Context: an optimization exercise on an open-source flow, tuned for small area and a short achievable clock period. The choices shown serve that exercise and are no tape-out recipe. At most, simulation tests tie the RTL to the original design; equivalence was not proved. Power figures rest on the tool's default switching activity, not on a simulated workload.

==> flow/design.v <==
module spn_cu (
    input  logic        clk,
    input  logic        reset,            
    input  logic [1:0]  opcode,           
    input  logic [15:0] data_in,          
    input  logic [31:0] secret_key,       
    output logic [15:0] data_out,         
    output logic [1:0]  valid             
);
    function automatic logic [3:0] sbox(input logic [3:0] x);
        logic w;
        w = ~(x[1] ^ x[2]);
        sbox[0] = x[3] ^ (x[0] & w);
        sbox[1] = ~(x[0] ^ x[1]) ^ (x[3] & ((~x[0] & ~x[2]) | (x[1] & (x[0] ^ x[2]))));
        sbox[2] = x[2] ^ (x[0] & w & ~x[3]);
        sbox[3] = ~(x[0] ^ (x[2] & ~(x[0] & x[1])) ^ (x[3] & ~(x[0] ^ x[1])));
    endfunction
    function automatic logic [3:0] inv_sbox(input logic [3:0] x);
        inv_sbox[0] = ~(x[2] ^ x[3] ^ (x[0] & ~(x[1] ^ (x[2] & x[3]))));
        inv_sbox[1] = x[1] ^ x[2] ^ x[3] ^ (x[0] & (x[3] ? x[1] : x[2]));
        inv_sbox[2] = x[2] ^ (x[0] & ~x[3] & (x[1] ^ x[2]));
        inv_sbox[3] = (~(x[1] | x[2]) | (x[0] & x[1] & x[2])) ^ (x[3] & ~(x[0] ^ x[1] ^ x[2]));
    endfunction
    function automatic logic [15:0] s16(input logic [15:0] x);
        s16 = {sbox(x[15:12]), sbox(x[11:8]), sbox(x[7:4]), sbox(x[3:0])};
    endfunction
    function automatic logic [15:0] si16(input logic [15:0] x);
        si16 = {inv_sbox(x[15:12]), inv_sbox(x[11:8]), inv_sbox(x[7:4]), inv_sbox(x[3:0])};
    endfunction
    logic        st_idle, st_pe, st_pd, st_de, st_dd, st_err;
    logic [15:0] d_reg, k_reg;
    logic [7:0]  x_reg;
    logic        err_in;
    logic [15:0] rk_a, a_enc, a_dec, b_enc, b_dec, a_next, b_next;
    assign err_in = st_idle && (opcode == 2'b11);
    assign rk_a  = {secret_key[7:0], opcode[0] ? secret_key[23:16] : secret_key[31:24]};
    assign a_enc = s16(data_in ^ rk_a);
    assign a_dec = si16(data_in) ^ rk_a;
    assign a_next = opcode[0] ? {a_enc[13:0], a_enc[15:14]} : {a_dec[1:0], a_dec[15:2]};
    assign b_enc = s16(d_reg ^ k_reg);
    assign b_dec = si16(d_reg) ^ k_reg;
    assign b_next = st_pe ? {b_enc[13:0], b_enc[15:14]} : {b_dec[1:0], b_dec[15:2]};
    always_ff @(posedge clk or posedge reset) begin
        if (reset) begin
            st_idle <= 1'b1;
            st_pe   <= 1'b0;
            st_pd   <= 1'b0;
            st_de   <= 1'b0;
            st_dd   <= 1'b0;
            st_err  <= 1'b0;
        end else begin
            st_idle <= st_de | st_dd | st_err | (st_idle && opcode == 2'b00);
            st_pe   <= st_idle && opcode == 2'b01;
            st_pd   <= st_idle && opcode == 2'b10;
            st_de   <= st_pe;
            st_dd   <= st_pd;
            st_err  <= err_in;
        end
    end
    always_ff @(posedge clk) begin
        d_reg <= st_idle ? a_next : b_next;
        k_reg <= st_idle ? secret_key[15:0] : {k_reg[7:0], x_reg};
        x_reg <= opcode[0] ? secret_key[31:24] : secret_key[23:16];
    end
    assign data_out = ({16{st_de}} & b_enc) | ({16{st_dd}} & b_dec);
    assign valid    = {st_dd | st_err | err_in, st_de | st_err | err_in};
endmodule
==> flow/config.mk <==
export PLATFORM = sky130hd
export DESIGN_NAME = spn_cu
export DESIGN_NICKNAME = spn_cu
export VERILOG_FILES = /design/flow/design.v
export SDC_FILE = /design/flow/constraint.sdc
export NUM_CORES = 4
export LEC_CHECK = 0
export CAP_MARGIN = 20
export CORE_MARGIN = 2
export CORE_UTILIZATION = 40
export PLACE_DENSITY = 0.6
export SLEW_MARGIN = 20
==> flow/constraint.sdc <==
create_clock -name core_clock -period 5.5 [get_ports {clk}]
set_input_delay 1.1000 -clock core_clock [delete_from_list [all_inputs] [get_ports {clk}]]
set_output_delay 1.1000 -clock core_clock [all_outputs]
set_load 0.01 [all_outputs]
standard.sh (not shown) runs the stock make flow with config.mk's settings and CLKGATE_MAP_FILE= SYNTH_SCRIPT=/design/flow/synth_recipe.tcl, a recipe that flattens the netlist after the stock synthesis.
==> flow/flow/run.sh <==
#!/bin/bash
set -u
here=$(pwd)
sed "s#SYNTH_SCRIPT=[^ ]*#SYNTH_SCRIPT=$here/flow/my_synth.tcl#" standard.sh > my_standard.sh
export MY_ABC_SCRIPT=$here/flow/abc.scr
export FLOW_SYNTH_TCL=$here/synth_recipe.tcl
extra=()
if [[ -f flow/make_args ]]; then mapfile -t extra < flow/make_args; fi
bash my_standard.sh "BUFFER_PORTS_ARGS=-buffer_cell sky130_fd_sc_hd__buf_1" "ADDER_MAP_FILE=" "${extra[@]}" finish > standard.log 2>&1
==> flow/flow/abc.scr <==
strash; &get -n; &fraig -x; &put; scorr; dc2; strash; &get -n; &dch -f; &nf -R 1000 -C 32; &put
==> flow/flow/my_synth.tcl <==
# Run the standard flow's synthesis script, but map with the ABC script in MY_ABC_SCRIPT.
proc abc {args} {
  set i [lsearch -exact $args -script]
  if { $i >= 0 } { lset args [expr {$i + 1}] $::env(MY_ABC_SCRIPT) }
  yosys abc {*}$args
}
source $::env(FLOW_SYNTH_TCL)
Change:
--- a/flow/design.v
+++ b/flow/design.v
@@ -28,40 +28,48 @@
         si16 = {inv_sbox(x[15:12]), inv_sbox(x[11:8]), inv_sbox(x[7:4]), inv_sbox(x[3:0])};
     endfunction
     logic        st_idle, st_pe, st_pd, st_de, st_dd, st_err;
     logic [15:0] d_reg, k_reg;
     logic [7:0]  x_reg;
-    logic        err_in;
-    logic [15:0] rk_a, a_enc, a_dec, b_enc, b_dec, a_next, b_next;
+    logic        err_in, go_e, go_d;
+    logic [15:0] x, rk, u_enc, u_dec;
     assign err_in = st_idle && (opcode == 2'b11);
-    assign rk_a  = {secret_key[7:0], opcode[0] ? secret_key[23:16] : secret_key[31:24]};
-    assign a_enc = s16(data_in ^ rk_a);
-    assign a_dec = si16(data_in) ^ rk_a;
-    assign a_next = opcode[0] ? {a_enc[13:0], a_enc[15:14]} : {a_dec[1:0], a_dec[15:2]};
-    assign b_enc = s16(d_reg ^ k_reg);
-    assign b_dec = si16(d_reg) ^ k_reg;
-    assign b_next = st_pe ? {b_enc[13:0], b_enc[15:14]} : {b_dec[1:0], b_dec[15:2]};
+    assign go_e   = (st_idle && opcode == 2'b01) || st_pe;
+    assign go_d   = (st_idle && opcode == 2'b10) || st_pd;
+    assign x     = d_reg | ({16{st_idle}} & data_in);
+    assign rk    = k_reg | ({16{st_idle}} &
+                   {secret_key[7:0], opcode[0] ? secret_key[23:16] : secret_key[31:24]});
+    assign u_enc = s16(x ^ rk);
+    assign u_dec = si16(x) ^ rk;
     always_ff @(posedge clk or posedge reset) begin
         if (reset) begin
             st_idle <= 1'b1;
             st_pe   <= 1'b0;
             st_pd   <= 1'b0;
             st_de   <= 1'b0;
             st_dd   <= 1'b0;
             st_err  <= 1'b0;
+            d_reg   <= 16'h0000;
+            k_reg   <= 16'h0000;
         end else begin
             st_idle <= st_de | st_dd | st_err | (st_idle && opcode == 2'b00);
             st_pe   <= st_idle && opcode == 2'b01;
             st_pd   <= st_idle && opcode == 2'b10;
             st_de   <= st_pe;
             st_dd   <= st_pd;
             st_err  <= err_in;
+            d_reg   <= ({16{go_e}} & {u_enc[13:0], u_enc[15:14]})
+                     | ({16{go_d}} & {u_dec[1:0], u_dec[15:2]});
+            if (st_idle)
+                k_reg <= (opcode[0] ^ opcode[1]) ? secret_key[15:0] : 16'h0000;
+            else if (st_pe || st_pd)
+                k_reg <= {k_reg[7:0], x_reg};
+            else
+                k_reg <= 16'h0000;
         end
     end
     always_ff @(posedge clk) begin
-        d_reg <= st_idle ? a_next : b_next;
-        k_reg <= st_idle ? secret_key[15:0] : {k_reg[7:0], x_reg};
         x_reg <= opcode[0] ? secret_key[31:24] : secret_key[23:16];
     end
-    assign data_out = ({16{st_de}} & b_enc) | ({16{st_dd}} & b_dec);
+    assign data_out = ({16{st_de}} & u_enc) | ({16{st_dd}} & u_dec);
     assign valid    = {st_dd | st_err | err_in, st_de | st_err | err_in};
 endmodule
Effect: Cell count is lower by 26%; via count is lower by 25%; routed wire length is lower by 23%; die area is lower by 24%; sequential share of layout area is higher by 11 points.
No functional check of the RTL was part of any run of this note.

Setup of north:
// spn_cu: RTL as listed in full above, without the edits since
==> flow/config.mk <==
export PLATFORM = sky130hd
export DESIGN_NAME = spn_cu
export DESIGN_NICKNAME = spn_cu
export VERILOG_FILES = /design/flow/design.v
export SDC_FILE = /design/flow/constraint.sdc
export NUM_CORES = 4
export LEC_CHECK = 0
export CAP_MARGIN = 20
export CORE_MARGIN = 2
export CORE_UTILIZATION = 40
export PLACE_DENSITY = 0.6
export SLEW_MARGIN = 20
==> flow/constraint.sdc <==
create_clock -name core_clock -period 5.5 [get_ports {clk}]
set_input_delay 1.1000 -clock core_clock [delete_from_list [all_inputs] [get_ports {clk}]]
set_output_delay 1.1000 -clock core_clock [all_outputs]
set_load 0.01 [all_outputs]
==> flow/flow/abc.scr <==
strash; &get -n; &fraig -x; &put; scorr; dc2; strash; &get -n; &dch -f; &nf; &put
==> flow/flow/make_args <==
SETUP_SLACK_MARGIN=2.5
Scripts as last shown in full above: flow/flow/run.sh, flow/flow/my_synth.tcl
Edits applied to the flow inputs when going from north to south:
diff --git a/flow/design.v b/flow/design.v
--- a/flow/design.v
+++ b/flow/design.v
@@ -27,13 +27,16 @@
     function automatic logic [15:0] si16(input logic [15:0] x);
         si16 = {inv_sbox(x[15:12]), inv_sbox(x[11:8]), inv_sbox(x[7:4]), inv_sbox(x[3:0])};
     endfunction
-    logic        st_idle, st_pe, st_pd, st_de, st_dd, st_err;
+    logic        st_idle, st_pe, st_pd, st_de, st_dd;
+    logic [1:0]  vo;
     logic [15:0] d_reg, k_reg;
     logic [7:0]  x_reg;
     logic        err_in;
     logic [15:0] rk_a, a_enc, a_dec, b_enc, b_dec, a_next, b_next;
     assign err_in = st_idle && (opcode == 2'b11);
-    assign rk_a  = {secret_key[7:0], opcode[0] ? secret_key[23:16] : secret_key[31:24]};
+    assign st_de  = vo[0] && !vo[1];
+    assign st_dd  = vo[1] && !vo[0];
+    assign rk_a  = {secret_key[7:0], opcode[1] ? secret_key[31:24] : secret_key[23:16]};
     assign a_enc = s16(data_in ^ rk_a);
     assign a_dec = si16(data_in) ^ rk_a;
     assign a_next = opcode[0] ? {a_enc[13:0], a_enc[15:14]} : {a_dec[1:0], a_dec[15:2]};
@@ -45,16 +48,12 @@
             st_idle <= 1'b1;
             st_pe   <= 1'b0;
             st_pd   <= 1'b0;
-            st_de   <= 1'b0;
-            st_dd   <= 1'b0;
-            st_err  <= 1'b0;
+            vo      <= 2'b00;
         end else begin
-            st_idle <= st_de | st_dd | st_err | (st_idle && opcode == 2'b00);
+            st_idle <= vo[0] | vo[1] | (st_idle && opcode == 2'b00);
             st_pe   <= st_idle && opcode == 2'b01;
             st_pd   <= st_idle && opcode == 2'b10;
-            st_de   <= st_pe;
-            st_dd   <= st_pd;
-            st_err  <= err_in;
+            vo      <= {st_pd | err_in, st_pe | err_in};
         end
     end
     always_ff @(posedge clk) begin
@@ -63,5 +62,5 @@
         x_reg <= opcode[0] ? secret_key[31:24] : secret_key[23:16];
     end
     assign data_out = ({16{st_de}} & b_enc) | ({16{st_dd}} & b_dec);
-    assign valid    = {st_dd | st_err | err_in, st_de | st_err | err_in};
+    assign valid    = vo | {err_in, err_in};
 endmodule
## What came out
Compared to north, the routing of south uses less wire. When south is set beside north, its pin count of the biggest net entering global routing turns out to be 7 larger. In the floorplan summary, south is listed with a die area less than that of north. south -> north: proportion of power drawn by the clock network flat. The dominant combinational cell family by area after synthesis comes out compound AO/OA/AOI/OAI gates in one run and XOR/XNOR gates in the other, namely in south and north respectively. Delta (south minus north): critical path depth saw an increase; count of placed standard cells including taps saw an increase.
Only the layout flow was run in north; the RTL was not checked for function there.

what the ideal ports hide:
How much do the figures lean on ideal ports? The routed layouts below were timed once more, with nothing changed but the port constraints. Step 1 assumes that a clkbuf_16 drives the clock port and a buf_2 every other input. Step 2 adds t to the input delays and takes it off the output delays; t is the mean of the earliest and latest rising clock arrival at the registers after step 1. Input paths then give back, and output paths get back, about the clock's delay inside the block. Slacks: ideal / step 1 / step 2; pairs: ideal / step 1.
run	shift t [ns]	slack for setup (ns)	hold slack, ns
the first run of note 1	0.327	2.001 / 1.980 / 1.843	0.359 / 0.359 / 0.359
the second run of note 1	0.326	0.915 / 0.892 / 0.892	0.448 / 0.448 / 0.448
north	0.329	2.519 / 2.444 / 2.332	0.354 / 0.354 / 0.354
south	0.328	2.512 / 2.481 / 2.454	0.453 / 0.453 / 0.453
After both steps every run listed still meets setup and hold. The setup slack of north, which loses most, moves by -0.075 ns with the drivers and by -0.187 ns with both steps.
